Context: an optimization exercise on an open-source flow, tuned for small area and a short achievable clock period. The choices shown serve that exercise and are no tape-out recipe.
RTL that was checked went through simulation tests only; none was proved equivalent to the original.
Only the layout flow was run in runs 2 and 3; the RTL was not checked for function there.
No driver is modelled on the clock port, so clocking that relies on it looks cheaper here than on a real chip.

==> flow/design.v, too long to show whole: its modules and the start of the top module <==
// module addmuladd_3_stage_signed_18_bit_xor_reduction: 1351 lines
module addmuladd_3_stage_signed_18_bit_xor_reduction(
	input signed [17:0] a,
	input signed [17:0] b,
	input signed [17:0] c,
	input signed [17:0] d,
	output [17:0] out,
	input clk);
  // ...
==> flow/flow/run.sh <==
#!/bin/bash
# The standard layout (standard.sh), with these changes:
#  - after the standard synthesis, inverters around full-adder cells are removed by
#    flipping the polarity of full adders (invopt2.py); registers are not touched;
#  - ports are buffered with buf_1 cells (the resizer upsizes them where timing needs it);
#  - timing repair aims at a larger setup margin than the design's clock needs, so
#    the layout is optimised for the period it achieves.
set -euo pipefail
MARGIN=6.8
R=$PWD/orfs/results/sky130hd/addmuladd_3_stage_signed_18_bit_xor_reduction/base
bash standard.sh $R/1_2_yosys.v > synth.log 2>&1
cp $R/1_2_yosys.v $R/1_2_yosys_std.v
python3 flow/invopt2.py $R/1_2_yosys_std.v $R/1_2_yosys.v > invopt.log 2>&1
bash standard.sh PRE_CTS_TCL=$PWD/flow/pre_cts.tcl SETUP_SLACK_MARGIN=$MARGIN "BUFFER_PORTS_ARGS=-buffer_cell sky130_fd_sc_hd__buf_1" finish > layout.log 2>&1
==> flow/flow/invopt2.py <==
#!/usr/bin/env python3
"""Global inverter minimisation around full adders in a flat Yosys netlist.

A full adder is self-dual: FA(~a, ~b, ~c) = (~sum, ~cout), so each sky130 fa cell may be
"flipped" (fed the complements of its inputs, giving the complements of its outputs)
without changing the function of the netlist. xor/xnor gates absorb an inverted input
by swapping xor <-> xnor, and an xor/xnor driver can give either polarity the same way.
This script removes every inverter, chooses the flips by local search to need as few
inverters as possible, and puts back one inverter per net that some load needs inverted.
Flip-flops and ports are not changed.
usage: invopt2.py IN.v OUT.v
"""
import re, sys, random

src = open(sys.argv[1]).read()
m_first = re.search(r'^\s*sky130_fd_sc_hd__\w+\s', src, re.M)
m_end = src.rfind('endmodule')
head = src[:m_first.start()]
cell_txt = src[m_first.start():m_end]
assert 'assign' not in cell_txt, 'assign statements are not handled'

cell_re = re.compile(r'(sky130_fd_sc_hd__\w+)\s+(\\\S+\s|\S+)\s*\((.*?)\);', re.S)
pin_re = re.compile(r'\.(\w+)\(\s*(\\\S+\s|[^()\s]+)\s*\)')
OUTPINS = {'X', 'Y', 'Q', 'Q_N', 'SUM', 'COUT', 'HI', 'LO'}

cells = {}
order = []
for m in cell_re.finditer(cell_txt):
    typ, name, body = m.group(1), m.group(2).strip(), m.group(3)
    cells[name] = [typ, {p: n.strip() for p, n in pin_re.findall(body)}]
    order.append(name)

ports_out = set()
for m in re.finditer(r'^\s*output\s+(\[(\d+):(\d+)\]\s*)?(\S+);', head, re.M):
    if m.group(1):
        hi, lo = int(m.group(2)), int(m.group(3))
        for i in range(min(hi, lo), max(hi, lo) + 1): ports_out.add(f"{m.group(4)}[{i}]")
    else:
        ports_out.add(m.group(4))

def kind(t):
    b = re.sub(r'^sky130_fd_sc_hd__', '', t)
    if re.match(r'(clk)?inv(lp)?_\d+$', b): return 'inv'
    if re.match(r'fa_\d+$', b): return 'fa'
    if re.match(r'x(n)?or[23]_\d+$', b): return 'xor'
    return 'other'

TOGGLE = {}
for k in ('2', '3'):
    for sz in ('1', '2', '4'):
        TOGGLE[f'sky130_fd_sc_hd__xor{k}_{sz}'] = f'sky130_fd_sc_hd__xnor{k}_{sz}'
        TOGGLE[f'sky130_fd_sc_hd__xnor{k}_{sz}'] = f'sky130_fd_sc_hd__xor{k}_{sz}'
def outpin(t): return 'Y' if re.match(r'sky130_fd_sc_hd__xnor2_', t) else 'X'

# inverters that drive ports stay as ordinary cells
invs = {n for n, (t, p) in cells.items() if kind(t) == 'inv' and p['Y'] not in ports_out}
for n, (t, p) in cells.items():
    if kind(t) == 'xor': assert t in TOGGLE, t
driver = {}
for n, (t, p) in cells.items():
    for pin, net in p.items():
        if pin in OUTPINS: driver[net] = (n, pin)

def resolve(net):
    par = 0
    while net in driver and driver[net][0] in invs:
        net = cells[driver[net][0]][1]['A']; par ^= 1
    return net, par

# sinks per root: (cell, pin, parity); ports as (None, net, parity)
sinks = {}
for n, (t, p) in cells.items():
    if n in invs: continue
    for pin, net in p.items():
        if pin in OUTPINS: continue
        r, q = resolve(net)
        sinks.setdefault(r, []).append((n, pin, q))
for net in ports_out:
    r, q = resolve(net)
    if r != net or net not in driver:
        sinks.setdefault(r, []).append((None, net, q))

fas = [n for n in order if kind(cells[n][0]) == 'fa']
pinned = set()
for f in fas:
    for pin in ('SUM', 'COUT'):
        if cells[f][1][pin] in ports_out: pinned.add(f)
phi = {f: 0 for f in fas}

def root_drv(r):
    d = driver.get(r)
    return d[0] if d else None

def root_cost(r):
    d = root_drv(r)
    pd = phi.get(d, 0) if d else 0
    s0 = s1 = False
    for (c, pin, q) in sinks.get(r, []):
        if c is not None and kind(cells[c][0]) == 'xor': continue
        need = q ^ (phi.get(c, 0) if c else 0) ^ pd
        if need: s1 = True
        else: s0 = True
    if d and kind(cells[d][0]) == 'xor' and r not in ports_out:
        return 1 if (s0 and s1) else 0
    return 1 if s1 else 0

roots = set(sinks)
fa_roots = {}
for f in fas:
    rs = set()
    t, p = cells[f]
    for pin, net in p.items():
        rs.add(resolve(net)[0] if pin not in OUTPINS else net)
    fa_roots[f] = [r for r in rs if r in roots]

def total():
    return sum(root_cost(r) for r in roots)

def delta(f):
    rs = fa_roots[f]
    b = sum(root_cost(r) for r in rs)
    phi[f] ^= 1
    a = sum(root_cost(r) for r in rs)
    phi[f] ^= 1
    return a - b

def descend():
    improved = True
    while improved:
        improved = False
        for f in fas:
            if f in pinned: continue
            if delta(f) < 0:
                phi[f] ^= 1; improved = True

before = len(invs)
descend()
best = dict(phi); best_cost = total()
rng = random.Random(1)
for it in range(60):
    phi.update(best)
    for f in rng.sample(fas, max(1, len(fas) // 10)):
        if f not in pinned: phi[f] ^= 1
    descend()
    c = total()
    if c < best_cost:
        best, best_cost = dict(phi), c
phi.update(best)

# rebuild
for n in invs: del cells[n]
new_wires = []
cnt = [0]
for r in sorted(roots):
    d = root_drv(r)
    pd = phi.get(d, 0) if d else 0
    need = []
    for (c, pin, q) in sinks[r]:
        nd = q ^ (phi.get(c, 0) if c else 0) ^ pd
        need.append((c, pin, nd))
    nonx = [x for x in need if x[0] is None or kind(cells[x[0]][0]) != 'xor']
    if d and kind(cells[d][0]) == 'xor' and r not in ports_out and nonx and all(x[2] for x in nonx):
        # give the inverted polarity at the driver
        t = cells[d][0]; o = outpin(t)
        cells[d][0] = TOGGLE[t]; del cells[d][1][o]; cells[d][1][outpin(cells[d][0])] = r
        need = [(c, pin, nd ^ 1) for (c, pin, nd) in need]
    rn = None
    for (c, pin, nd) in need:
        if c is not None and kind(cells[c][0]) == 'xor':
            cells[c][1][pin] = r
            if nd:
                t = cells[c][0]; o = outpin(t); on = cells[c][1].pop(o)
                cells[c][0] = TOGGLE[t]; cells[c][1][outpin(cells[c][0])] = on
            continue
        if c is None:
            # output port: its net must carry the value
            if nd == 0 and pin == r: continue
            cnt[0] += 1
            if nd:
                cells[f"_invopt_cell_{cnt[0]}_"] = ['sky130_fd_sc_hd__inv_1', {'A': r, 'Y': pin}]
            else:
                cells[f"_invopt_cell_{cnt[0]}_"] = ['sky130_fd_sc_hd__buf_1', {'A': r, 'X': pin}]
            order.append(f"_invopt_cell_{cnt[0]}_")
            continue
        if nd:
            if rn is None:
                cnt[0] += 1
                rn = f"_invopt_n{cnt[0]}_"
                new_wires.append(rn)
                cells[f"_invopt_cell_{cnt[0]}_"] = ['sky130_fd_sc_hd__inv_1', {'A': r, 'Y': rn}]
                order.append(f"_invopt_cell_{cnt[0]}_")
            cells[c][1][pin] = rn
        else:
            cells[c][1][pin] = r
after = sum(1 for t, p in cells.values() if kind(t) == 'inv')
sys.stderr.write(f"invopt2: inverters {before} -> {after} (flipped {sum(phi.values())} of {len(fas)} full adders)\n")

def fmt(n): return n + ' ' if n.startswith('\\') else n
out = [head.rstrip('\n') + '\n']
for w in new_wires: out.append(f"  wire {w};\n")
for name in order:
    if name not in cells: continue
    typ, pins = cells[name]
    pl = ",\n".join(f"    .{p}({fmt(n)})" for p, n in pins.items())
    out.append(f"  {typ} {fmt(name)} (\n{pl}\n  );\n")
out.append("endmodule\n")
open(sys.argv[2], 'w').write(''.join(out))
==> flow/flow/pre_cts.tcl <==
set_max_fanout 10 [current_design]
repair_design
==> flow/standard.sh <==
#!/bin/bash
# synth_recipe.tcl (not shown) runs the flow's synth.tcl, then flattens the netlist and writes it again
# the make line also repeats each setting of config.mk as NAME=value (left out here)
make -C /OpenROAD-flow-scripts/flow DESIGN_CONFIG=/design/flow/config.mk WORK_HOME=/design/flow/orfs CLKGATE_MAP_FILE= SYNTH_SCRIPT=/design/flow/synth_recipe.tcl "${@:-finish}"
==> flow/config.mk <==
export PLATFORM = sky130hd
export DESIGN_NAME = addmuladd_3_stage_signed_18_bit_xor_reduction
export DESIGN_NICKNAME = addmuladd_3_stage_signed_18_bit_xor_reduction
export VERILOG_FILES = /design/flow/design.v
export SDC_FILE = /design/flow/constraint.sdc
export NUM_CORES = 4
export LEC_CHECK = 0
export ABC_AREA = 1
export CAP_MARGIN = 20
export CORE_MARGIN = 2
export CORE_UTILIZATION = 40
export CTS_BUF_LIST = sky130_fd_sc_hd__clkbuf_4 sky130_fd_sc_hd__clkbuf_8
export SLEW_MARGIN = 20
==> flow/constraint.sdc <==
create_clock -name core_clock -period 10.0 [get_ports {clk}]
set_input_delay 2.0000 -clock core_clock [delete_from_list [all_inputs] [get_ports {clk}]]
set_output_delay 2.0000 -clock core_clock [all_outputs]
set_load 0.01 [all_outputs]
==> results.py, run 1 <==
metrics = {
    "place": {
        "place_area_mm2": 0.01376,
        "post-place-cells": 1908,
    },
    "die": {
        "fp.dieH_um": 185.7,
        "die-area_mm2": 0.03450,
    },
    "setup_path": {
        "path_max_fanout": 10,
        "reg2reg_depth": 10,
        "timing.rr.start": "bn_r[3]",
        "cp_cell_sequence": "clkdlybuf4s15_2 -> buf_2 -> o22ai_1 -> xor2_1 -> fa_1 -> fa_1 -> ha_1 -> ha_1 -> ha_1 -> ha_1",
        "cp-end-kind": "register",
        "cp_num_buf_inv": 2,
    },
    "global_routing": {
        "gr-usage-met3": 0.05811,
    },
    "clock_tree": {
        "cts_hold_buf": 0,
    },
    "timing": {
        "fmax_mhz": 312.1,
        "finalSetupViolCount": 0,
        "clock_skew_ps": 41.18,
    },
    "detailed_routing": {
        "drt_wl_total_um": 37230,
        "top_layer": "met5",
        "final_antenna_net_count": 0,
        "wire_per_inst_um": 18.02,
    },
    "synth": {
        "synth_area_per_cell_um2": 8.994,
    },
    "final_layout": {
        "largest_class": "multi-input combinational cells",
        "final_common_cell": "nand2_1",
    },
    "worst_hold_path": {
        "holdCritPathClass": "register to register",
    },
    "outcome": {
        "outcome": "finished clean",
    },
}
==> run 2, diff against run 1 <==
--- a/flow/design.v
+++ b/flow/design.v
@@ -608,17 +608,17 @@
 	wire fs353;
 	wire fc354;
 	wire hs355;
 	wire hc356;
 	wire fs357;
 	wire fc358;
 	wire hs359;
 	wire hc360;
-	reg [91:0] q_r;
+	reg [83:0] q_r;
 	wire q0 = q_r[0];
 	wire q1 = q_r[1];
 	wire q2 = q_r[2];
 	wire q3 = q_r[3];
 	wire q4 = q_r[4];
 	wire q5 = q_r[5];
 	wire q6 = q_r[6];
 	wire q7 = q_r[7];
@@ -693,24 +693,16 @@
 	wire q76 = q_r[76];
 	wire q77 = q_r[77];
 	wire q78 = q_r[78];
 	wire q79 = q_r[79];
 	wire q80 = q_r[80];
 	wire q81 = q_r[81];
 	wire q82 = q_r[82];
 	wire q83 = q_r[83];
-	wire q84 = q_r[84];
-	wire q85 = q_r[85];
-	wire q86 = q_r[86];
-	wire q87 = q_r[87];
-	wire q88 = q_r[88];
-	wire q89 = q_r[89];
-	wire q90 = q_r[90];
-	wire q91 = q_r[91];
 	assign pp0_0 = ((~(onen_r[0] | bn_r[0])) ^ neg_r[0]);
 	assign pp0_1 = ((~((onen_r[0] | bn_r[1]) & (twon_r[0] | bn_r[0]))) ^ neg_r[0]);
 	assign pp0_2 = ((~((onen_r[0] | bn_r[2]) & (twon_r[0] | bn_r[1]))) ^ neg_r[0]);
 	assign pp0_3 = ((~((onen_r[0] | bn_r[3]) & (twon_r[0] | bn_r[2]))) ^ neg_r[0]);
 	assign pp0_4 = ((~((onen_r[0] | bn_r[4]) & (twon_r[0] | bn_r[3]))) ^ neg_r[0]);
 	assign pp0_5 = ((~((onen_r[0] | bn_r[5]) & (twon_r[0] | bn_r[4]))) ^ neg_r[0]);
 	assign pp0_6 = ((~((onen_r[0] | bn_r[6]) & (twon_r[0] | bn_r[5]))) ^ neg_r[0]);
 	assign pp0_7 = ((~((onen_r[0] | bn_r[7]) & (twon_r[0] | bn_r[6]))) ^ neg_r[0]);
@@ -942,286 +934,286 @@
 	assign fs51 = c_r[9] ^ pp0_9 ^ pp1_7;
 	assign fc52 = (c_r[9] & pp0_9) | (c_r[9] & pp1_7) | (pp0_9 & pp1_7);
 	assign fs53 = pp2_5 ^ pp3_3 ^ pp4_1;
 	assign fc54 = (pp2_5 & pp3_3) | (pp2_5 & pp4_1) | (pp3_3 & pp4_1);
 	assign fs55 = fc42 ^ fc44 ^ fs51;
 	assign fc56 = (fc42 & fc44) | (fc42 & fs51) | (fc44 & fs51);
 	assign fs57 = fs53 ^ fc46 ^ fs55;
 	assign fc58 = (fs53 & fc46) | (fs53 & fs55) | (fc46 & fs55);
-	assign hs59 = q18 ^ q19;
-	assign hc60 = q18 & q19;
+	assign hs59 = fc48 ^ fs57;
+	assign hc60 = fc48 & fs57;
 	assign fs61 = c_r[10] ^ neg_r[5] ^ pp0_10;
 	assign fc62 = (c_r[10] & neg_r[5]) | (c_r[10] & pp0_10) | (neg_r[5] & pp0_10);
 	assign fs63 = pp1_8 ^ pp2_6 ^ pp3_4;
 	assign fc64 = (pp1_8 & pp2_6) | (pp1_8 & pp3_4) | (pp2_6 & pp3_4);
 	assign fs65 = pp4_2 ^ pp5_0 ^ fc52;
 	assign fc66 = (pp4_2 & pp5_0) | (pp4_2 & fc52) | (pp5_0 & fc52);
 	assign fs67 = fc54 ^ fs61 ^ fs63;
 	assign fc68 = (fc54 & fs61) | (fc54 & fs63) | (fs61 & fs63);
 	assign fs69 = fc56 ^ fs65 ^ fs67;
 	assign fc70 = (fc56 & fs65) | (fc56 & fs67) | (fs65 & fs67);
-	assign hs71 = q21 ^ q22;
-	assign hc72 = q21 & q22;
+	assign hs71 = fc58 ^ fs69;
+	assign hc72 = fc58 & fs69;
 	assign fs73 = c_r[11] ^ pp0_11 ^ pp1_9;
 	assign fc74 = (c_r[11] & pp0_11) | (c_r[11] & pp1_9) | (pp0_11 & pp1_9);
 	assign fs75 = pp2_7 ^ pp3_5 ^ pp4_3;
 	assign fc76 = (pp2_7 & pp3_5) | (pp2_7 & pp4_3) | (pp3_5 & pp4_3);
 	assign fs77 = pp5_1 ^ fc62 ^ fc64;
 	assign fc78 = (pp5_1 & fc62) | (pp5_1 & fc64) | (fc62 & fc64);
 	assign fs79 = fs73 ^ fs75 ^ fc66;
 	assign fc80 = (fs73 & fs75) | (fs73 & fc66) | (fs75 & fc66);
-	assign fs81 = q23 ^ q24 ^ q25;
-	assign fc82 = (q23 & q24) | (q23 & q25) | (q24 & q25);
-	assign hs83 = q26 ^ hc72;
-	assign hc84 = q26 & hc72;
+	assign fs81 = fc68 ^ fs77 ^ fs79;
+	assign fc82 = (fc68 & fs77) | (fc68 & fs79) | (fs77 & fs79);
+	assign hs83 = q22 ^ q23;
+	assign hc84 = q22 & q23;
 	assign fs85 = c_r[12] ^ neg_r[6] ^ pp0_12;
 	assign fc86 = (c_r[12] & neg_r[6]) | (c_r[12] & pp0_12) | (neg_r[6] & pp0_12);
 	assign fs87 = pp1_10 ^ pp2_8 ^ pp3_6;
 	assign fc88 = (pp1_10 & pp2_8) | (pp1_10 & pp3_6) | (pp2_8 & pp3_6);
 	assign fs89 = pp4_4 ^ pp5_2 ^ pp6_0;
 	assign fc90 = (pp4_4 & pp5_2) | (pp4_4 & pp6_0) | (pp5_2 & pp6_0);
 	assign fs91 = fc74 ^ fc76 ^ fs85;
 	assign fc92 = (fc74 & fc76) | (fc74 & fs85) | (fc76 & fs85);
 	assign fs93 = fs87 ^ fs89 ^ fc78;
 	assign fc94 = (fs87 & fs89) | (fs87 & fc78) | (fs89 & fc78);
-	assign fs95 = q27 ^ q28 ^ q29;
-	assign fc96 = (q27 & q28) | (q27 & q29) | (q28 & q29);
-	assign hs97 = hc84 ^ fc82;
-	assign hc98 = hc84 & fc82;
+	assign fs95 = fs91 ^ fc80 ^ fs93;
+	assign fc96 = (fs91 & fc80) | (fs91 & fs93) | (fc80 & fs93);
+	assign hs97 = q25 ^ q26;
+	assign hc98 = q25 & q26;
 	assign fs99 = c_r[13] ^ pp0_13 ^ pp1_11;
 	assign fc100 = (c_r[13] & pp0_13) | (c_r[13] & pp1_11) | (pp0_13 & pp1_11);
 	assign fs101 = pp2_9 ^ pp3_7 ^ pp4_5;
 	assign fc102 = (pp2_9 & pp3_7) | (pp2_9 & pp4_5) | (pp3_7 & pp4_5);
 	assign fs103 = pp5_3 ^ pp6_1 ^ fc86;
 	assign fc104 = (pp5_3 & pp6_1) | (pp5_3 & fc86) | (pp6_1 & fc86);
 	assign fs105 = fc88 ^ fc90 ^ fs99;
 	assign fc106 = (fc88 & fc90) | (fc88 & fs99) | (fc90 & fs99);
 	assign fs107 = fs101 ^ fc92 ^ fs103;
 	assign fc108 = (fs101 & fc92) | (fs101 & fs103) | (fc92 & fs103);
-	assign fs109 = q30 ^ q31 ^ q32;
-	assign fc110 = (q30 & q31) | (q30 & q32) | (q31 & q32);
-	assign hs111 = fc96 ^ fs109;
-	assign hc112 = fc96 & fs109;
+	assign fs109 = q27 ^ q28 ^ q29;
+	assign fc110 = (q27 & q28) | (q27 & q29) | (q28 & q29);
+	assign hs111 = q30 ^ hc98;
+	assign hc112 = q30 & hc98;
 	assign fs113 = c_r[14] ^ neg_r[7] ^ pp0_14;
 	assign fc114 = (c_r[14] & neg_r[7]) | (c_r[14] & pp0_14) | (neg_r[7] & pp0_14);
 	assign fs115 = pp1_12 ^ pp2_10 ^ pp3_8;
 	assign fc116 = (pp1_12 & pp2_10) | (pp1_12 & pp3_8) | (pp2_10 & pp3_8);
 	assign fs117 = pp4_6 ^ pp5_4 ^ pp6_2;
 	assign fc118 = (pp4_6 & pp5_4) | (pp4_6 & pp6_2) | (pp5_4 & pp6_2);
 	assign fs119 = pp7_0 ^ fc100 ^ fc102;
 	assign fc120 = (pp7_0 & fc100) | (pp7_0 & fc102) | (fc100 & fc102);
 	assign fs121 = fs113 ^ fs115 ^ fs117;
 	assign fc122 = (fs113 & fs115) | (fs113 & fs117) | (fs115 & fs117);
 	assign fs123 = fc104 ^ fc106 ^ fs119;
 	assign fc124 = (fc104 & fc106) | (fc104 & fs119) | (fc106 & fs119);
-	assign fs125 = q33 ^ q34 ^ q35;
-	assign fc126 = (q33 & q34) | (q33 & q35) | (q34 & q35);
-	assign hs127 = fc110 ^ fs125;
-	assign hc128 = fc110 & fs125;
+	assign fs125 = q31 ^ q32 ^ q33;
+	assign fc126 = (q31 & q32) | (q31 & q33) | (q32 & q33);
+	assign hs127 = hc112 ^ fc110;
+	assign hc128 = hc112 & fc110;
 	assign fs129 = c_r[15] ^ pp0_15 ^ pp1_13;
 	assign fc130 = (c_r[15] & pp0_15) | (c_r[15] & pp1_13) | (pp0_15 & pp1_13);
 	assign fs131 = pp2_11 ^ pp3_9 ^ pp4_7;
 	assign fc132 = (pp2_11 & pp3_9) | (pp2_11 & pp4_7) | (pp3_9 & pp4_7);
 	assign fs133 = pp5_5 ^ pp6_3 ^ pp7_1;
 	assign fc134 = (pp5_5 & pp6_3) | (pp5_5 & pp7_1) | (pp6_3 & pp7_1);
 	assign fs135 = fc114 ^ fc116 ^ fc118;
 	assign fc136 = (fc114 & fc116) | (fc114 & fc118) | (fc116 & fc118);
 	assign fs137 = fs129 ^ fs131 ^ fs133;
 	assign fc138 = (fs129 & fs131) | (fs129 & fs133) | (fs131 & fs133);
 	assign fs139 = fc120 ^ fc122 ^ fs135;
 	assign fc140 = (fc120 & fc122) | (fc120 & fs135) | (fc122 & fs135);
-	assign fs141 = q36 ^ q37 ^ q38;
-	assign fc142 = (q36 & q37) | (q36 & q38) | (q37 & q38);
+	assign fs141 = q34 ^ q35 ^ q36;
+	assign fc142 = (q34 & q35) | (q34 & q36) | (q35 & q36);
 	assign hs143 = fc126 ^ fs141;
 	assign hc144 = fc126 & fs141;
 	assign fs145 = c_r[16] ^ pr8_r[0] ^ neg_r[8];
 	assign fc146 = (c_r[16] & pr8_r[0]) | (c_r[16] & neg_r[8]) | (pr8_r[0] & neg_r[8]);
 	assign fs147 = pp0_16 ^ pp1_14 ^ pp2_12;
 	assign fc148 = (pp0_16 & pp1_14) | (pp0_16 & pp2_12) | (pp1_14 & pp2_12);
 	assign fs149 = pp3_10 ^ pp4_8 ^ pp5_6;
 	assign fc150 = (pp3_10 & pp4_8) | (pp3_10 & pp5_6) | (pp4_8 & pp5_6);
 	assign fs151 = pp6_4 ^ pp7_2 ^ fs145;
 	assign fc152 = (pp6_4 & pp7_2) | (pp6_4 & fs145) | (pp7_2 & fs145);
 	assign fs153 = fc130 ^ fc132 ^ fc134;
 	assign fc154 = (fc130 & fc132) | (fc130 & fc134) | (fc132 & fc134);
 	assign fs155 = fs147 ^ fs149 ^ fs151;
 	assign fc156 = (fs147 & fs149) | (fs147 & fs151) | (fs149 & fs151);
 	assign fs157 = fc136 ^ fc138 ^ fs153;
 	assign fc158 = (fc136 & fc138) | (fc136 & fs153) | (fc138 & fs153);
-	assign fs159 = q39 ^ q40 ^ q41;
-	assign fc160 = (q39 & q40) | (q39 & q41) | (q40 & q41);
+	assign fs159 = q37 ^ q38 ^ q39;
+	assign fc160 = (q37 & q38) | (q37 & q39) | (q38 & q39);
 	assign hs161 = fc142 ^ fs159;
 	assign hc162 = fc142 & fs159;
 	assign fs163 = ~(~c_r[17] ^ pr8_r[1]);
 	assign fc164 = ~c_r[17] | pr8_r[1];
 	assign fs165 = fs163 ^ fc146 ^ pp0_17;
 	assign fc166 = (fs163 & fc146) | (fs163 & pp0_17) | (fc146 & pp0_17);
 	assign fs167 = pp1_15 ^ pp2_13 ^ pp3_11;
 	assign fc168 = (pp1_15 & pp2_13) | (pp1_15 & pp3_11) | (pp2_13 & pp3_11);
 	assign fs169 = pp4_9 ^ pp5_7 ^ pp6_5;
 	assign fc170 = (pp4_9 & pp5_7) | (pp4_9 & pp6_5) | (pp5_7 & pp6_5);
 	assign fs171 = pp7_3 ^ fc148 ^ fc150;
 	assign fc172 = (pp7_3 & fc148) | (pp7_3 & fc150) | (fc148 & fc150);
 	assign fs173 = fc152 ^ fs165 ^ fs167;
 	assign fc174 = (fc152 & fs165) | (fc152 & fs167) | (fs165 & fs167);
 	assign fs175 = fs169 ^ fc154 ^ fs171;
 	assign fc176 = (fs169 & fc154) | (fs169 & fs171) | (fc154 & fs171);
-	assign fs177 = q42 ^ q43 ^ q44;
-	assign fc178 = (q42 & q43) | (q42 & q44) | (q43 & q44);
-	assign fs179 = q45 ^ fc160 ^ fs177;
-	assign fc180 = (q45 & fc160) | (q45 & fs177) | (fc160 & fs177);
+	assign fs177 = fc156 ^ fs173 ^ fc158;
+	assign fc178 = (fc156 & fs173) | (fc156 & fc158) | (fs173 & fc158);
+	assign fs179 = q40 ^ q41 ^ fc160;
+	assign fc180 = (q40 & q41) | (q40 & fc160) | (q41 & fc160);
 	assign fs181 = pr8_r[2] ^ pr9_r[0] ^ neg_r[9];
 	assign fc182 = (pr8_r[2] & pr9_r[0]) | (pr8_r[2] & neg_r[9]) | (pr9_r[0] & neg_r[9]);
 	assign fs183 = fc164 ^ pp0_18 ^ pp1_16;
 	assign fc184 = (fc164 & pp0_18) | (fc164 & pp1_16) | (pp0_18 & pp1_16);
 	assign fs185 = pp2_14 ^ pp3_12 ^ pp4_10;
 	assign fc186 = (pp2_14 & pp3_12) | (pp2_14 & pp4_10) | (pp3_12 & pp4_10);
 	assign fs187 = pp5_8 ^ pp6_6 ^ pp7_4;
 	assign fc188 = (pp5_8 & pp6_6) | (pp5_8 & pp7_4) | (pp6_6 & pp7_4);
 	assign fs189 = fs181 ^ fc166 ^ fc168;
 	assign fc190 = (fs181 & fc166) | (fs181 & fc168) | (fc166 & fc168);
 	assign fs191 = fc170 ^ fs183 ^ fs185;
 	assign fc192 = (fc170 & fs183) | (fc170 & fs185) | (fs183 & fs185);
 	assign fs193 = fs187 ^ fc172 ^ fc174;
 	assign fc194 = (fs187 & fc172) | (fs187 & fc174) | (fc172 & fc174);
-	assign fs195 = q46 ^ q47 ^ q48;
-	assign fc196 = (q46 & q47) | (q46 & q48) | (q47 & q48);
-	assign fs197 = q49 ^ fc178 ^ fs195;
-	assign fc198 = (q49 & fc178) | (q49 & fs195) | (fc178 & fs195);
+	assign fs195 = fs189 ^ fs191 ^ fc176;
+	assign fc196 = (fs189 & fs191) | (fs189 & fc176) | (fs191 & fc176);
+	assign fs197 = q42 ^ q43 ^ q44;
+	assign fc198 = (q42 & q43) | (q42 & q44) | (q43 & q44);
 	assign fs199 = ~(pr9_r[1] ^ fc182);
 	assign fc200 = pr9_r[1] | fc182;
 	assign fs201 = pp1_17 ^ pp2_15 ^ pp3_13;
 	assign fc202 = (pp1_17 & pp2_15) | (pp1_17 & pp3_13) | (pp2_15 & pp3_13);
 	assign fs203 = pp4_11 ^ pp5_9 ^ pp6_7;
 	assign fc204 = (pp4_11 & pp5_9) | (pp4_11 & pp6_7) | (pp5_9 & pp6_7);
 	assign fs205 = pp7_5 ^ pp8_3 ^ fs199;
 	assign fc206 = (pp7_5 & pp8_3) | (pp7_5 & fs199) | (pp8_3 & fs199);
 	assign fs207 = fc184 ^ fc186 ^ fc188;
 	assign fc208 = (fc184 & fc186) | (fc184 & fc188) | (fc186 & fc188);
 	assign fs209 = fs201 ^ fs203 ^ fs205;
 	assign fc210 = (fs201 & fs203) | (fs201 & fs205) | (fs203 & fs205);
 	assign fs211 = fc190 ^ fc192 ^ fs207;
 	assign fc212 = (fc190 & fc192) | (fc190 & fs207) | (fc192 & fs207);
-	assign fs213 = q50 ^ q51 ^ q52;
-	assign fc214 = (q50 & q51) | (q50 & q52) | (q51 & q52);
-	assign hs215 = fc196 ^ fs213;
-	assign hc216 = fc196 & fs213;
+	assign fs213 = q45 ^ q46 ^ q47;
+	assign fc214 = (q45 & q46) | (q45 & q47) | (q46 & q47);
+	assign hs215 = q48 ^ fc198;
+	assign hc216 = q48 & fc198;
 	assign fs217 = pr9_r[2] ^ pp1_18 ^ pp2_16;
 	assign fc218 = (pr9_r[2] & pp1_18) | (pr9_r[2] & pp2_16) | (pp1_18 & pp2_16);
 	assign fs219 = pp3_14 ^ pp4_12 ^ pp5_10;
 	assign fc220 = (pp3_14 & pp4_12) | (pp3_14 & pp5_10) | (pp4_12 & pp5_10);
 	assign fs221 = pp6_8 ^ pp7_6 ^ pp8_4;
 	assign fc222 = (pp6_8 & pp7_6) | (pp6_8 & pp8_4) | (pp7_6 & pp8_4);
 	assign fs223 = fc200 ^ fc202 ^ fc204;
 	assign fc224 = (fc200 & fc202) | (fc200 & fc204) | (fc202 & fc204);
 	assign fs225 = fs217 ^ fs219 ^ fs221;
 	assign fc226 = (fs217 & fs219) | (fs217 & fs221) | (fs219 & fs221);
 	assign fs227 = fc206 ^ fc208 ^ fs223;
 	assign fc228 = (fc206 & fc208) | (fc206 & fs223) | (fc208 & fs223);
-	assign fs229 = q53 ^ q54 ^ q55;
-	assign fc230 = (q53 & q54) | (q53 & q55) | (q54 & q55);
-	assign fs231 = q56 ^ fc214 ^ fs229;
-	assign fc232 = (q56 & fc214) | (q56 & fs229) | (fc214 & fs229);
+	assign fs229 = fs225 ^ fc210 ^ fc212;
+	assign fc230 = (fs225 & fc210) | (fs225 & fc212) | (fc210 & fc212);
+	assign fs231 = q49 ^ q50 ^ fc214;
+	assign fc232 = (q49 & q50) | (q49 & fc214) | (q50 & fc214);
 	assign fs233 = ~(pp2_17 ^ pp3_15);
 	assign fc234 = pp2_17 | pp3_15;
 	assign fs235 = pp4_13 ^ pp5_11 ^ pp6_9;
 	assign fc236 = (pp4_13 & pp5_11) | (pp4_13 & pp6_9) | (pp5_11 & pp6_9);
 	assign fs237 = pp7_7 ^ pp8_5 ^ pp9_3;
 	assign fc238 = (pp7_7 & pp8_5) | (pp7_7 & pp9_3) | (pp8_5 & pp9_3);
 	assign fs239 = fs233 ^ fc218 ^ fc220;
 	assign fc240 = (fs233 & fc218) | (fs233 & fc220) | (fc218 & fc220);
 	assign fs241 = fc222 ^ fs235 ^ fs237;
 	assign fc242 = (fc222 & fs235) | (fc222 & fs237) | (fs235 & fs237);
 	assign fs243 = fc224 ^ fc226 ^ fs239;
 	assign fc244 = (fc224 & fc226) | (fc224 & fs239) | (fc226 & fs239);
-	assign fs245 = q57 ^ q58 ^ q59;
-	assign fc246 = (q57 & q58) | (q57 & q59) | (q58 & q59);
-	assign hs247 = fc230 ^ fs245;
-	assign hc248 = fc230 & fs245;
+	assign fs245 = q51 ^ q52 ^ q53;
+	assign fc246 = (q51 & q52) | (q51 & q53) | (q52 & q53);
+	assign hs247 = q54 ^ fs245;
+	assign hc248 = q54 & fs245;
 	assign fs249 = pp2_18 ^ pp3_16 ^ pp4_14;
 	assign fc250 = (pp2_18 & pp3_16) | (pp2_18 & pp4_14) | (pp3_16 & pp4_14);
 	assign fs251 = pp5_12 ^ pp6_10 ^ pp7_8;
 	assign fc252 = (pp5_12 & pp6_10) | (pp5_12 & pp7_8) | (pp6_10 & pp7_8);
 	assign fs253 = pp8_6 ^ pp9_4 ^ fc234;
 	assign fc254 = (pp8_6 & pp9_4) | (pp8_6 & fc234) | (pp9_4 & fc234);
 	assign fs255 = fc236 ^ fc238 ^ fs249;
 	assign fc256 = (fc236 & fc238) | (fc236 & fs249) | (fc238 & fs249);
 	assign fs257 = fs251 ^ fs253 ^ fc240;
 	assign fc258 = (fs251 & fs253) | (fs251 & fc240) | (fs253 & fc240);
-	assign fs259 = q60 ^ q61 ^ q62;
-	assign fc260 = (q60 & q61) | (q60 & q62) | (q61 & q62);
-	assign fs261 = q63 ^ fc246 ^ fs259;
-	assign fc262 = (q63 & fc246) | (q63 & fs259) | (fc246 & fs259);
+	assign fs259 = fc242 ^ fs255 ^ fc244;
+	assign fc260 = (fc242 & fs255) | (fc242 & fc244) | (fs255 & fc244);
+	assign fs261 = q55 ^ q56 ^ fc246;
+	assign fc262 = (q55 & q56) | (q55 & fc246) | (q56 & fc246);
 	assign fs263 = ~(pp3_17 ^ pp4_15);
 	assign fc264 = pp3_17 | pp4_15;
 	assign fs265 = pp5_13 ^ pp6_11 ^ pp7_9;
 	assign fc266 = (pp5_13 & pp6_11) | (pp5_13 & pp7_9) | (pp6_11 & pp7_9);
 	assign fs267 = pp8_7 ^ pp9_5 ^ fs263;
 	assign fc268 = (pp8_7 & pp9_5) | (pp8_7 & fs263) | (pp9_5 & fs263);
 	assign fs269 = fc250 ^ fc252 ^ fs265;
 	assign fc270 = (fc250 & fc252) | (fc250 & fs265) | (fc252 & fs265);
 	assign fs271 = fc254 ^ fs267 ^ fc256;
 	assign fc272 = (fc254 & fs267) | (fc254 & fc256) | (fs267 & fc256);
-	assign fs273 = q64 ^ q65 ^ q66;
-	assign fc274 = (q64 & q65) | (q64 & q66) | (q65 & q66);
-	assign hs275 = fc260 ^ fs273;
-	assign hc276 = fc260 & fs273;
+	assign fs273 = q57 ^ q58 ^ q59;
+	assign fc274 = (q57 & q58) | (q57 & q59) | (q58 & q59);
+	assign hs275 = q60 ^ fs273;
+	assign hc276 = q60 & fs273;
 	assign fs277 = pp3_18 ^ pp4_16 ^ pp5_14;
 	assign fc278 = (pp3_18 & pp4_16) | (pp3_18 & pp5_14) | (pp4_16 & pp5_14);
 	assign fs279 = pp6_12 ^ pp7_10 ^ pp8_8;
 	assign fc280 = (pp6_12 & pp7_10) | (pp6_12 & pp8_8) | (pp7_10 & pp8_8);
 	assign fs281 = pp9_6 ^ fc264 ^ fc266;
 	assign fc282 = (pp9_6 & fc264) | (pp9_6 & fc266) | (fc264 & fc266);
 	assign fs283 = fs277 ^ fs279 ^ fc268;
 	assign fc284 = (fs277 & fs279) | (fs277 & fc268) | (fs279 & fc268);
 	assign fs285 = fc270 ^ fs281 ^ fs283;
 	assign fc286 = (fc270 & fs281) | (fc270 & fs283) | (fs281 & fs283);
-	assign fs287 = q67 ^ q68 ^ fc274;
-	assign fc288 = (q67 & q68) | (q67 & fc274) | (q68 & fc274);
+	assign fs287 = q61 ^ q62 ^ fc274;
+	assign fc288 = (q61 & q62) | (q61 & fc274) | (q62 & fc274);
 	assign fs289 = ~(pp4_17 ^ pp5_15);
 	assign fc290 = pp4_17 | pp5_15;
 	assign fs291 = pp6_13 ^ pp7_11 ^ pp8_9;
 	assign fc292 = (pp6_13 & pp7_11) | (pp6_13 & pp8_9) | (pp7_11 & pp8_9);
 	assign fs293 = pp9_7 ^ fs289 ^ fc278;
 	assign fc294 = (pp9_7 & fs289) | (pp9_7 & fc278) | (fs289 & fc278);
 	assign fs295 = fc280 ^ fs291 ^ fc282;
 	assign fc296 = (fc280 & fs291) | (fc280 & fc282) | (fs291 & fc282);
-	assign fs297 = q69 ^ q70 ^ q71;
-	assign fc298 = (q69 & q70) | (q69 & q71) | (q70 & q71);
-	assign hs299 = q72 ^ fs297;
-	assign hc300 = q72 & fs297;
+	assign fs297 = fs293 ^ fc284 ^ fs295;
+	assign fc298 = (fs293 & fc284) | (fs293 & fs295) | (fc284 & fs295);
+	assign hs299 = q63 ^ q64;
+	assign hc300 = q63 & q64;
 	assign fs301 = pp4_18 ^ pp5_16 ^ pp6_14;
 	assign fc302 = (pp4_18 & pp5_16) | (pp4_18 & pp6_14) | (pp5_16 & pp6_14);
 	assign fs303 = pp7_12 ^ pp8_10 ^ pp9_8;
 	assign fc304 = (pp7_12 & pp8_10) | (pp7_12 & pp9_8) | (pp8_10 & pp9_8);
 	assign fs305 = fc290 ^ fc292 ^ fs301;
 	assign fc306 = (fc290 & fc292) | (fc290 & fs301) | (fc292 & fs301);
 	assign fs307 = fs303 ^ fc294 ^ fs305;
 	assign fc308 = (fs303 & fc294) | (fs303 & fs305) | (fc294 & fs305);
-	assign fs309 = q73 ^ q74 ^ fc298;
-	assign fc310 = (q73 & q74) | (q73 & fc298) | (q74 & fc298);
+	assign fs309 = q65 ^ q66 ^ q67;
+	assign fc310 = (q65 & q66) | (q65 & q67) | (q66 & q67);
 	assign fs311 = ~(pp5_17 ^ pp6_15);
 	assign fc312 = pp5_17 | pp6_15;
 	assign fs313 = pp7_13 ^ pp8_11 ^ pp9_9;
 	assign fc314 = (pp7_13 & pp8_11) | (pp7_13 & pp9_9) | (pp8_11 & pp9_9);
 	assign fs315 = fs311 ^ fc302 ^ fc304;
 	assign fc316 = (fs311 & fc302) | (fs311 & fc304) | (fc302 & fc304);
 	assign fs317 = fs313 ^ fc306 ^ fs315;
 	assign fc318 = (fs313 & fc306) | (fs313 & fs315) | (fc306 & fs315);
 	assign hs319 = fc308 ^ fs317;
 	assign hc320 = fc308 & fs317;
 	assign fs321 = pp5_18 ^ pp6_16 ^ pp7_14;
 	assign fc322 = (pp5_18 & pp6_16) | (pp5_18 & pp7_14) | (pp6_16 & pp7_14);
 	assign fs323 = pp8_12 ^ pp9_10 ^ fc312;
 	assign fc324 = (pp8_12 & pp9_10) | (pp8_12 & fc312) | (pp9_10 & fc312);
 	assign fs325 = fc314 ^ fs321 ^ fs323;
 	assign fc326 = (fc314 & fs321) | (fc314 & fs323) | (fs321 & fs323);
-	assign fs327 = q76 ^ q77 ^ q78;
-	assign fc328 = (q76 & q77) | (q76 & q78) | (q77 & q78);
+	assign fs327 = fc316 ^ fs325 ^ fc318;
+	assign fc328 = (fc316 & fs325) | (fc316 & fc318) | (fs325 & fc318);
 	assign fs329 = ~(pp6_17 ^ pp7_15);
 	assign fc330 = pp6_17 | pp7_15;
 	assign fs331 = pp8_13 ^ pp9_11 ^ fs329;
 	assign fc332 = (pp8_13 & pp9_11) | (pp8_13 & fs329) | (pp9_11 & fs329);
 	assign fs333 = fc322 ^ fc324 ^ fs331;
 	assign fc334 = (fc322 & fc324) | (fc322 & fs331) | (fc324 & fs331);
 	assign hs335 = fc326 ^ fs333;
 	assign hc336 = fc326 & fs333;
@@ -1245,20 +1237,20 @@
 	assign fc354 = pp8_17 | pp9_15;
 	assign hs355 = fs353 ^ fc350;
 	assign hc356 = fs353 & fc350;
 	assign fs357 = pp8_18 ^ pp9_16 ^ fc354;
 	assign fc358 = (pp8_18 & pp9_16) | (pp8_18 & fc354) | (pp9_16 & fc354);
 	assign hs359 = pp9_17 ^ fc358;
 	assign hc360 = pp9_17 & fc358;
 	always @(posedge clk) begin
-		q_r <= {hs359, fs357, hc356, hs355, fc352, fs351, hc348, hs347, fc342, fs341, hc336, hs335, hc320, fc318, fs325, fc316, hs319, fs307, fc296, fc286, fs295, fc284, fs293, fs285, fc272, fs271, fc258, fs269, fs257, fc244, fs255, fc242, fs243, fc228, fs241, fs227, fc212, fc210, fs225, fs211, fc194, fs209, fs193, fc176, fs191, fs189, fs175, fc158, fs173, fc156, fs157, fc140, fs155, fs139, fc124, fs137, fs123, fc108, fs121, fs107, fc94, fs105, fs93, fc80, fs91, fc70, fs79, fs77, fc68, fs69, fc58, hc50, fs57, fc48, hs49, fs47, hs39, fs37, hs31, fs29, hs23, fs21, hs17, fs15, hs11, fs9, hs7, fs5, hs3, pp0_1, hs1, pp0_0};
+		q_r <= {hs359, fs357, hc356, hs355, fc352, fs351, hc348, hs347, fc342, fs341, hc336, hs335, fc328, fs327, hc320, hs319, fc298, fs307, fc296, fs297, fc286, fs285, fc272, fc260, fs271, fc258, fs269, fs259, fs257, fc230, fs243, fc228, fs241, fs229, fs227, fc196, fs211, fc194, fs209, fs195, fc178, fs193, fs177, fs175, fs157, fc140, fs155, fs139, fc124, fs137, fs123, fc108, fs121, fc96, fs107, fc94, fs105, fs95, fc82, fs81, hc72, fc70, hs71, hc60, hs59, hc50, hs49, fs47, hs39, fs37, hs31, fs29, hs23, fs21, hs17, fs15, hs11, fs9, hs7, fs5, hs3, pp0_1, hs1, pp0_0};
 	end
-	wire [35:0] x = {1'b1, q89, q87, q85, q83, q81, fc328, q79, fc310, hc300, fc288, hc276, fc262, hc248, fc232, hc216, fc198, fc180, hc162, hc144, hc128, hc112, hc98, fs95, fs81, hc60, q20, q16, q14, q12, q10, q8, q6, q4, q2, q0};
-	wire [35:0] y = {q91, q90, q88, q86, q84, q82, q80, fs327, q75, fs309, hs299, fs287, hs275, fs261, hs247, fs231, hs215, fs197, fs179, hs161, hs143, hs127, hs111, hs97, hs83, hs71, hs59, q17, q15, q13, q11, q9, q7, q5, q3, q1};
+	wire [35:0] x = {1'b1, q81, q79, q77, q75, q73, q71, q69, fc310, hc300, fc288, hc276, fc262, hc248, fc232, hc216, fs213, fc180, hc162, hc144, hc128, fs125, fs109, hc84, q24, q20, q18, q16, q14, q12, q10, q8, q6, q4, q2, q0};
+	wire [35:0] y = {q83, q82, q80, q78, q76, q74, q72, q70, q68, fs309, hs299, fs287, hs275, fs261, hs247, fs231, hs215, fs197, fs179, hs161, hs143, hs127, hs111, hs97, hs83, q21, q19, q17, q15, q13, q11, q9, q7, q5, q3, q1};
 	wire [35:0] qg = x & y, qp = x ^ y;
 	wire qG0_0 = qg[0], qP0_0 = qp[0];
 	wire qG0_1 = qg[1] | (qp[1] & qG0_0), qP0_1 = qp[1] & qP0_0;
 	wire qG0_2 = qg[2] | (qp[2] & qG0_1), qP0_2 = qp[2] & qP0_1;
 	wire qG0_3 = qg[3] | (qp[3] & qG0_2), qP0_3 = qp[3] & qP0_2;
 	wire qh0_0 = qG0_0 ^ qG0_1 ^ qG0_2 ^ qG0_3;
 	wire qhd_0 = qP0_0 ^ qP0_1 ^ qP0_2 ^ qP0_3;
 	wire qG1_0 = qg[4], qP1_0 = qp[4];
--- a/flow/flow/run.sh
+++ b/flow/flow/run.sh
@@ -6,9 +6,9 @@
 #  - timing repair aims at a larger setup margin than the design's clock needs, so
 #    the layout is optimised for the period it achieves.
 set -euo pipefail
 MARGIN=6.8
 R=$PWD/orfs/results/sky130hd/addmuladd_3_stage_signed_18_bit_xor_reduction/base
 bash standard.sh $R/1_2_yosys.v > synth.log 2>&1
 cp $R/1_2_yosys.v $R/1_2_yosys_std.v
 python3 flow/invopt2.py $R/1_2_yosys_std.v $R/1_2_yosys.v > invopt.log 2>&1
-bash standard.sh PRE_CTS_TCL=$PWD/flow/pre_cts.tcl SETUP_SLACK_MARGIN=$MARGIN "BUFFER_PORTS_ARGS=-buffer_cell sky130_fd_sc_hd__buf_1" finish > layout.log 2>&1
+bash standard.sh SETUP_SLACK_MARGIN=$MARGIN "BUFFER_PORTS_ARGS=-buffer_cell sky130_fd_sc_hd__buf_1" finish > layout.log 2>&1
removed: flow/flow/pre_cts.tcl
==> run 2 against run 1 <==
Effect of this change:
- wire length shrank 10%
- critical path depth grew 2
- non-clock buffer count shrank 89
- fmax grew 1.8%
- via count shrank 9.5%
- clock-buffer cell count shrank 37
- critical path type is now input pin to register
- critical endpoint is now pr8_r[1]
- largest cell class unchanged
==> results.py, run 2 <==
metrics = {
    "final_layout": {
        "fill_cells": 3057,
        "fin_nets": 1761,
        "final-seq-area_mm2": 0.003202,
        "antennaDiodeCount": 0,
        "multiInputGateArea_mm2": 0.008967,
        "top_register": "q_r",
        "final_cell_mix": "nand2_1, o22ai_1, inv_1, fa_1, xor2_1",
        "largest_reg_flops": 84,
        "reg_top3": "q_r x84, bn_r x18, c_r x18",
        "final_common_cell": "nand2_1",
        "syn_to_final_growth_pct": 10.11,
        "drive_gt1_frac": 0.1077,
    },
    "detailed_routing": {
        "drt-pass1-iter-count": 7,
        "initialDrtViolationCount": 791,
        "viasPerCell": 5.189,
        "drt_wl_total_um": 33370,
        "wire_per_inst_um": 17.85,
        "vias": 9698,
        "final_antenna_net_count": 0,
        "drc_errors": 0,
    },
    "setup_path": {
        "regToRegSetupSlack_ps": 6890,
        "worst-setup-path-type": "input pin to register",
        "crit_path_start_kind": "input pin",
        "crit_end": "pr8_r[1]",
        "reg2reg_depth": 8,
        "cp.arrival_ps": 3500,
        "worstReg2RegEnd": "q_r[44]",
        "path_max_fanout": 3,
        "timing.rr.start": "neg_r[4]",
        "timing.critical_path.from": "d[17]",
        "cp.required_ps": 10350,
        "cp-end-kind": "register",
    },
    "clock_tree": {
        "clockBufferDepth": 2,
        "cts_inserted_buffers": 17,
        "clk_pin_slew_ps": 100,
        "clkSinkCount": 157,
        "root_buffer": "clkbuf_8",
        "clk_latency_ps": 480,
        "cts.htree.levels": 4,
        "cts_hold_buf": 0,
        "cts_tree": "done",
    },
    "timing": {
        "post-route-min-period_ps": 3147,
        "rsz0062_at_grt": "yes",
        "fin_tns_setup_ps": 0,
        "period_share": 0.3147,
        "worstMarginPinSlew_ps": 758.1,
        "setup_slack_ps": 6853,
        "fmax_mhz": 317.8,
        "fin_hold_ws_ps": 468.3,
        "maxSlewViolCount": 0,
        "clock_skew_ps": 23.58,
        "hold_violations": 0,
        "finalSetupViolCount": 0,
        "max_slew_margin": 0.4939,
    },
    "die": {
        "die-area_mm2": 0.03383,
        "core_area_mm2": 0.03172,
        "fp.dieH_um": 183.9,
        "num_rows": 65,
        "pin_count": 91,
        "die_w_um": 183.9,
        "start_util": 0.4083,
    },
    "place": {
        "io_buffers": 73,
        "dpl.hpwl_um": 24030,
        "routabilityCongestion": 0.9016,
        "preCtsSetupSlack_ps": 6281,
    },
    "synth": {
        "synth_area_per_cell_um2": 9.126,
        "netlist_instances": 1419,
        "synth_warnings": 1,
        "syn-cell-area_mm2": 0.01295,
    },
    "outcome": {
        "outcome": "finished clean",
    },
    "global_routing": {
        "track_usage": 0.2032,
        "grt_max_degree": 21,
        "grt_pass1_wl_um": 53320,
        "grt_pass1_vias": 10080,
        "antenna_found_initial": 0,
        "gr-total-overflow": 0,
    },
    "worst_hold_path": {
        "holdCritPathClass": "register to register",
    },
    "run": {
        "drv_cap": 0,
    },
}
-- run 2: worst min-delay path by stage --
stage	from	to	slack, ps	cells after the start
after detailed placement	c_r[1]	q_r[3]	440	1
final	c_r[0]	q_r[1]	470	1
after CTS	c_r[1]	q_r[3]	480	1
after floorplan	c_r[0]	q_r[1]	420	1
after global placement	c_r[0]	q_r[1]	450	1
after global routing	c_r[1]	q_r[3]	500	1
-- run 2: layout make-up --
class | instances | area share
tap | 402 | 0.03528
clock buffer | 17 | 0.01641
inverter | 159 | 0.04317
timing repair buffer | 103 | 0.03615
multi-input combinational | 1016 | 0.6289
clock inverter | 15 | 0.01553
sequential | 157 | 0.2246
-- run 2: per-layer routing --
metal  wire length [um]  up-vias  part of all wire  global-route usage
met3               2655       80             0.080             0.03863
met5                  0        -                 0                   0
met1              14420     4560              0.43              0.2698
li1                   -     4622                 -                   -
met2              15280      436              0.46              0.3271
met4               1011        0             0.030             0.08064
-- run 2: stage by stage --
step | utilization | std cells | area, um2
finish | 0.4495 | 1869 | 14260
global route | 0.4495 | 1869 | 14260
CTS | 0.4376 | 1844 | 13880
detailed placement | 0.4219 | 1811 | 13380
global placement | 0.4219 | 1811 | 13380
floorplan | - | 1435 | 13030
-- run 2: critical path, stage by stage --
cell	delay, ps
buf_2	110
ha_4	250
inv_2	40
nand2_2	50
inv_2	50
nor2_4	150
mux2_4	310
inv_2	60
nor2_2	40
a31oi_4	190
o22ai_2	90
xor2_1	140
-- run 2: repair_timing --
| action | 4_1_cts | 5_1_grt |
|---|---|---|
| gates resized for setup | 26 | 57 |
| setup endpoints to repair | 25 | 28 |
| setup buffers | 1 | 25 |
| hold endpoints to repair | 0 | 0 |
| pin swaps | 1 | 12 |
==> run 3, diff against run 2 <==
--- a/flow/flow/run.sh
+++ b/flow/flow/run.sh
@@ -8,3 +8,3 @@
 set -euo pipefail
-MARGIN=6.8
+MARGIN=6.9
 R=$PWD/orfs/results/sky130hd/addmuladd_3_stage_signed_18_bit_xor_reduction/base
==> run 3 against run 2 <==
Effect of this change:
- still clean on timing, DRC and antenna
- fmax increased by 1.6%
- first-iteration DRC count increased by 19%
- sequential share of layout area up 0.13 points
- highest routed layer unchanged
==> results.py, run 3 <==
metrics = {
    "outcome": {
        "outcome": "finished clean",
    },
    "timing": {
        "finalSetupViolCount": 0,
        "post-route-min-period_ps": 3099,
        "period_share": 0.3099,
        "hold_violations": 0,
        "worstMarginPinSlew_ps": 677.6,
        "maxSlewViolCount": 0,
        "rsz0062_at_grt": "yes",
        "fmax_mhz": 322.7,
        "max_slew_margin": 0.5476,
        "clock_skew_ps": 22.55,
        "fin_tns_setup_ps": 0,
    },
    "final_layout": {
        "largest_reg_flops": 84,
        "stdcell_count": 1866,
        "final_common_cell": "nand2_1",
        "antennaDiodeCount": 0,
        "top_register": "q_r",
        "drive_gt1_frac": 0.1127,
        "reg_top3": "q_r x84, bn_r x18, c_r x18",
        "final_cell_mix": "nand2_1, o22ai_1, inv_1, fa_1, xor2_1",
        "fin_nets": 1758,
        "syn_to_final_growth_pct": 10.36,
    },
    "clock_tree": {
        "clk_pin_slew_ps": 100,
        "cts.htree.levels": 4,
        "cts_inserted_buffers": 17,
        "cts_hold_buf": 0,
        "clockBufferDepth": 2,
        "clk_latency_ps": 480,
        "root_buffer": "clkbuf_8",
        "cts_tree": "done",
        "clkSinkCount": 157,
    },
    "global_routing": {
        "antenna_found_initial": 0,
        "grt_pass1_wl_um": 52120,
        "grt_max_degree": 21,
        "gr-total-overflow": 0,
        "track_usage": 0.1992,
        "grt_pass1_vias": 9826,
    },
    "detailed_routing": {
        "drt-pass1-iter-count": 5,
        "drc_errors": 0,
        "vias": 9770,
        "initialDrtViolationCount": 942,
        "wire_per_inst_um": 17.61,
        "final_antenna_net_count": 0,
        "drt_wl_total_um": 32870,
        "viasPerCell": 5.236,
    },
    "place": {
        "routabilityCongestion": 0.8968,
        "dpl.hpwl_um": 23780,
        "io_buffers": 73,
        "post-place-cells": 1811,
    },
    "die": {
        "die_w_um": 183.9,
        "core_area_mm2": 0.03172,
        "start_util": 0.4083,
        "pin_count": 91,
        "die-area_mm2": 0.03383,
        "fp.dieH_um": 183.9,
        "num_rows": 65,
    },
    "run": {
        "drv_cap": 0,
    },
    "setup_path": {
        "crit_path_start_kind": "register",
        "cp_num_buf_inv": 1,
        "cp-end-kind": "output port",
        "path_max_fanout": 1,
        "reg2reg_depth": 6,
        "crit_family": "flip-flops",
        "cp_slowest_cell": "dfxtp_2",
        "worst-setup-path-type": "register to output port",
        "slowest_delay_ps": 330,
        "cp_cell_sequence": "xor2_1 -> buf_2",
        "cp.arrival_ps": 1100,
        "cp.required_ps": 8000,
        "cp_num_cells": 2,
    },
    "synth": {
        "netlist_instances": 1419,
        "synth_warnings": 1,
        "syn-cell-area_mm2": 0.01295,
        "synth_area_per_cell_um2": 9.126,
    },
    "worst_hold_path": {
        "holdCritPathClass": "register to register",
        "whs_path_depth": 1,
    },
}
-- run 3: what timing repair did --
action | CTS | global route
buffers inserted | 6 | 17
pin swaps | 3 | 11
resized for setup | 49 | 60
setup endpoints to repair | 41 | 21
-- run 3: final timing paths --
check	from	to	slack (ps)
setup reg to reg	bn_r[14]	q_r[41]	6970
hold reg to reg	c_r[0]	q_r[1]	460
setup / recovery	par_r[1]	out[0]	6900
hold / removal	c_r[0]	q_r[1]	460
-- run 3: through the flow --
step | area [um2] | utilization | hold WS, ps | setup WS, ps
4_1_cts | 13950 | 0.4398 | 461.8 | 6845
6_report | 14290 | 0.4506 | 457.6 | 6901
3_3_place_gp | 13380 | 0.4219 | 436.0 | 6334
3_5_place_dp | 13380 | 0.4219 | 432.4 | 6302
2_1_floorplan | 13030 | - | 420.0 | 6527
5_1_grt | 14290 | 0.4506 | 470.2 | 6753
-- run 3: layout make-up --
class / count / area [um2]
clock buffer: 17 / 234.0
clock inverter: 15 / 203.9
fill: 3016 / 17430
inverter: 159 / 620.6
multi-input combinational: 1016 / 9009
sequential: 157 / 3228
tap: 402 / 503.0
timing repair buffer: 100 / 493.0
-- run 3: layer usage --
layer | share of wire | GRT usage
met3 | 0.080 | 0.04457
met1 | 0.44 | 0.2680
met2 | 0.46 | 0.3173
met4 | 0.022 | 0.06624
met5 | 0 | 0

==> separate check: timing with driven ports <==
The results above use ideal ports. As a check the final layouts listed here were re-extracted and re-timed, cells and wires unchanged. Step 1 assumes that a clkbuf_16 drives the clock port and a buf_2 every other input. Step 2 also shifts input and output timing later by t, the mid clock arrival at the registers, as if the neighbouring blocks saw the same clock. Three values: ideal, step 1, step 2; two values: the first two.
run	shift t [ns]	setup WS [ns]	worst setup path at the end	clock arrival spread, ns	cell pins on the clock port's net
run 1	0.614	6.796 / 6.796 / 6.290	input to register	0.042 / 0.042	1
run 2	0.518	6.853 / 6.858 / 6.361	input to register	0.024 / 0.025	1
run 3	0.514	6.901 / 6.857 / 6.416	input to register	0.024 / 0.024	1
After both steps every run listed still meets setup and hold. For run 1, which loses most, drivers alone change the setup slack by 0.000 ns; drivers and shift together by -0.506 ns.
